Source: an optimization exercise on an open RTL-to-GDS flow (aim: small area). Production flows keep margins and buffers that such runs may drop.
The RTL was checked by simulation tests, not by an equivalence proof against the original design.
The clock port is modelled as an ideal driver; clocking choices that lean on that would not hold on a real chip.
No activity file was given, so power comes from the tool's default toggle rates.

job 9086:
// ultrasonic_fsm
module ultrasonic_fsm(
input wire clk,
input wire rst,
input wire echo,
output wire trig_start,
output wire [13:0] distance_measure
    );
    reg [2:0] ph;
    reg [12:0] z;    
    reg [8:0] q;
    reg [8:0] d;
    wire trig = ph[2];
    wire idle = ~(ph[2] | ph[1] | ph[0]);
    wire wt   = ph[1] & ph[0];
    wire meas = ~ph[1] & ph[0];
    wire ten  = ph[1] & ~ph[0];
    wire r_wrap = (((z ^ 13'd3084) & 13'd4095) == 13'd0);
    wire r_ms   = (((z ^ 13'd216) & 13'd221) == 13'd0);
    wire end_wt = q[3] & r_wrap;              
    wire end_ms = &(q | ~9'd343) & r_ms;     
    wire end_tn = &(q | ~9'd171) & r_wrap;   
    wire go_trg  = idle | (wt & ~echo & end_wt) | (meas & echo & end_ms);
    wire go_wt   = trig & r_wrap;             
    wire go_ms   = wt & echo;
    wire go_tn   = meas & ~echo;
    wire qclr = go_trg | go_ms | go_tn;
    always @(posedge clk) begin
        if (rst) ph <= 3'b000;
        else if (go_trg) ph <= 3'b100;
        else if (go_wt) ph <= 3'b011;
        else if (go_ms) ph <= 3'b001;
        else if (go_tn) ph <= 3'b010;
        else if (ten & end_tn) ph <= 3'b000;
    end
    always @(posedge clk) begin
        if (qclr | go_wt) z <= 13'd2638 ^ ({13{go_trg}} & 13'd672) ^ ({13{go_wt}} & 13'd518) ^ ({13{go_tn}} & 13'd2050);
        else if (r_wrap) z <= 13'd2638;
        else z <= {~z[11:0], z[4] ^ z[12]};
        if (qclr) q <= 9'd0;
  ...
Size in the first run: ~18 I/O pins, roughly 0.0012 sq mm of cells after synthesis.
==> flow/config.mk <==
export PLATFORM = sky130hd
export DESIGN_NAME = ultrasonic_fsm
export DESIGN_NICKNAME = ultrasonic_fsm
export VERILOG_FILES = /design/flow/design.v
export SDC_FILE = /design/flow/constraint.sdc
export NUM_CORES = 4
export LEC_CHECK = 0
export CAP_MARGIN = 0
export CORE_AREA = 2 2 62 62
export DIE_AREA = 0 0 64 64
export PLACE_DENSITY = 0.85
export SLEW_MARGIN = 0
==> flow/constraint.sdc <==
create_clock -name core_clock -period 25.0 [get_ports {clk}]
set_input_delay 5.0000 -clock core_clock [delete_from_list [all_inputs] [get_ports {clk}]]
set_output_delay 5.0000 -clock core_clock [all_outputs]
set_load 0.01 [all_outputs]
standard.sh (not shown) runs the stock make flow with config.mk's settings and CLKGATE_MAP_FILE= SYNTH_SCRIPT=/design/flow/synth_recipe.tcl, a recipe that flattens the netlist after the stock synthesis.
==> flow/flow/run.sh <==
#!/bin/bash
# Own layout flow: the standard synthesis, then an area-oriented ABC
# re-mapping of the combinational logic (registers kept as synthesized),
# then the standard ORFS layout with small port buffers and a single clock
# buffer in place of the clock tree. Each tool's output goes to its own log.
set -euo pipefail
W=$PWD
RES=$W/orfs/results/$FLOW_PLATFORM/ultrasonic_fsm/base
LIB=$FLOW_HOME/platforms/$FLOW_PLATFORM/lib/sky130_fd_sc_hd__tt_025C_1v80.lib
CLKBUF=$(cut -d" " -f1 flow/clkbuf.txt)
NCLK=$(cut -d" " -f2 flow/clkbuf.txt)

bash standard.sh $RES/1_2_yosys.v > $W/synth.log 2>&1

cp $RES/1_2_yosys.v $W/synth_standard.v
DU=$(sed -n '/^export DONT_USE_CELLS/,/^$/p' $FLOW_HOME/platforms/$FLOW_PLATFORM/config.mk | tr -d '\\' | grep -o 'sky130_fd_sc_hd__[a-z0-9_]*' | sed 's/^/-dont_use /' | tr '\n' ' ')
reopt() {  # reopt NAME ABC-SCRIPT
  echo "$2" > $W/$1.abc
  cat > $W/$1.ys <<EOS
read_liberty -ignore_miss_func $LIB
read_verilog $W/synth_standard.v
hierarchy -top $FLOW_TOP
blackbox sky130_fd_sc_hd__dfxtp_1
flatten
hierarchy -top $FLOW_TOP
opt -purge
abc -liberty $LIB $DU -script $W/$1.abc
opt_clean -purge
setundef -zero
hilomap -singleton -hicell sky130_fd_sc_hd__conb_1 HI -locell sky130_fd_sc_hd__conb_1 LO
splitnets
opt_clean -purge
insbuf -buf sky130_fd_sc_hd__buf_1 A X
tee -o $W/$1_stat.txt stat -liberty $LIB
write_verilog -noexpr -noattr -nohex -nodec $W/$1.v
EOS
  timeout 900 yosys -s $W/$1.ys > $W/$1.log 2>&1 || true
  grep 'Chip area' $W/$1_stat.txt 2>/dev/null | awk '{print $NF}' || true
}
best=""; bestA=1e9
reopt ra "strash; dc2; balance; rewrite -z; refactor -z; rewrite -z; dch -f; map -a; topo" > $W/ra.area
names="ra"
for round in 1 2 3 4 5 6 7 8; do
  for seed in 1 2 3 4; do
    s=$(( seed + 4 * (round - 1) ))
    case $(( round % 3 )) in
      1) map="&put; dc2; &get -n; &nf -a -E 100 -Q 100; &put" ;;
      2) map="&nf -a -E 100 -Q 100; &put" ;;
      0) map="&put; map -a" ;;
    esac
    reopt rs$s "strash; &get -n; &deepsyn -T 90 -S $s; $map; topo" > $W/rs$s.area &
    names="$names rs$s"
  done
  wait
done
for n in $names; do
  a=$(cat $W/$n.area)
  echo "$n $a" >> $W/reopt_summary.txt
  if [[ -n "$a" ]] && python3 -c "import sys; sys.exit(0 if $a < $bestA else 1)"; then best=$n; bestA=$a; fi
done
echo "best $best $bestA" >> $W/reopt_summary.txt
cp $W/$best.v $RES/1_2_yosys.v

bash standard.sh "BUFFER_PORTS_ARGS=-buffer_cell sky130_fd_sc_hd__buf_1" SKIP_REPAIR_TIE_FANOUT=1 \
  PRE_CTS_TCL=$W/flow/pre_cts.tcl "CTS_ARGS=-clk_nets clk" MY_CLKBUF=$CLKBUF MY_NCLK=$NCLK finish > $W/layout.log 2>&1
==> flow/flow/clkbuf.txt <==
sky130_fd_sc_hd__clkbuf_16 1
Other scripts of this flow, unchanged in this note and not shown: flow/flow/pre_cts.tcl
For job 2916, these inputs were changed with respect to job 9086:
- PLACE_DENSITY changed from 0.85 to 0.95
==> flow/flow/clkbuf.txt <==
sky130_fd_sc_hd__buf_12 1
Results
Job 9086 and job 2916 ended up with nearly the same final cycle utilization of the critical path.
Compared job 9086 against job 2916; register clock-pin slew on the reported worst setup and hold paths within noise.
Core utilization of the finished layout delta (job 2916 -> job 9086): insignificant
## Diff of input files: job 1371 against job 2916
-- flow/flow/run.sh --
<<< job 2916, line 42
names="ra"
for round in 1 2 3 4 5 6 7 8; do
  for seed in 1 2 3 4; do
>>> job 1371, line 42
names="ra"
for round in 1; do
  for seed in 1 2 3 4; do
Notes after the runs:
Power after layout delta for job 1371 relative to job 2916: about 1.3% lower. Min number of inverters outside the clock class in the layout across job 2916 and job 1371: job 1371. Share of the final layout cell area in multi-input gates, job 2916 and job 1371: higher on job 1371. Combinational-cell power consumption: job 1371 lower than job 2916. Job 1371 finished end to end and its layout was clean on timing, DRC and antenna.

[port drivers added, routing unchanged]
No port has a modelled driver above. Below, the same layouts with a new extraction and two added sets of constraints.
Step 1 assumes that a clkbuf_16 drives the clock port and a buf_2 every other input.
Step 2 also shifts input and output timing later by t, the mid clock arrival at the registers, as if the neighbouring blocks saw the same clock.
Slacks: ideal / step 1 / step 2; pairs: ideal / step 1.
| run | shift t [ns] | setup slack, ns | hold WS [ns] |
|---|---|---|---|
| job 9086 | 0.197 | 17.954 / 17.963 / 17.766 | 0.407 / 0.407 / 0.407 |
| job 2916 | 0.176 | 17.982 / 17.992 / 17.815 | 0.399 / 0.399 / 0.399 |
| job 1371 | 0.180 | 18.126 / 18.139 / 17.958 | 0.405 / 0.405 / 0.405 |
After both steps every run listed still meets setup and hold. For job 9086, which loses most, drivers alone change the setup slack by +0.009 ns; drivers and shift together by -0.188 ns.
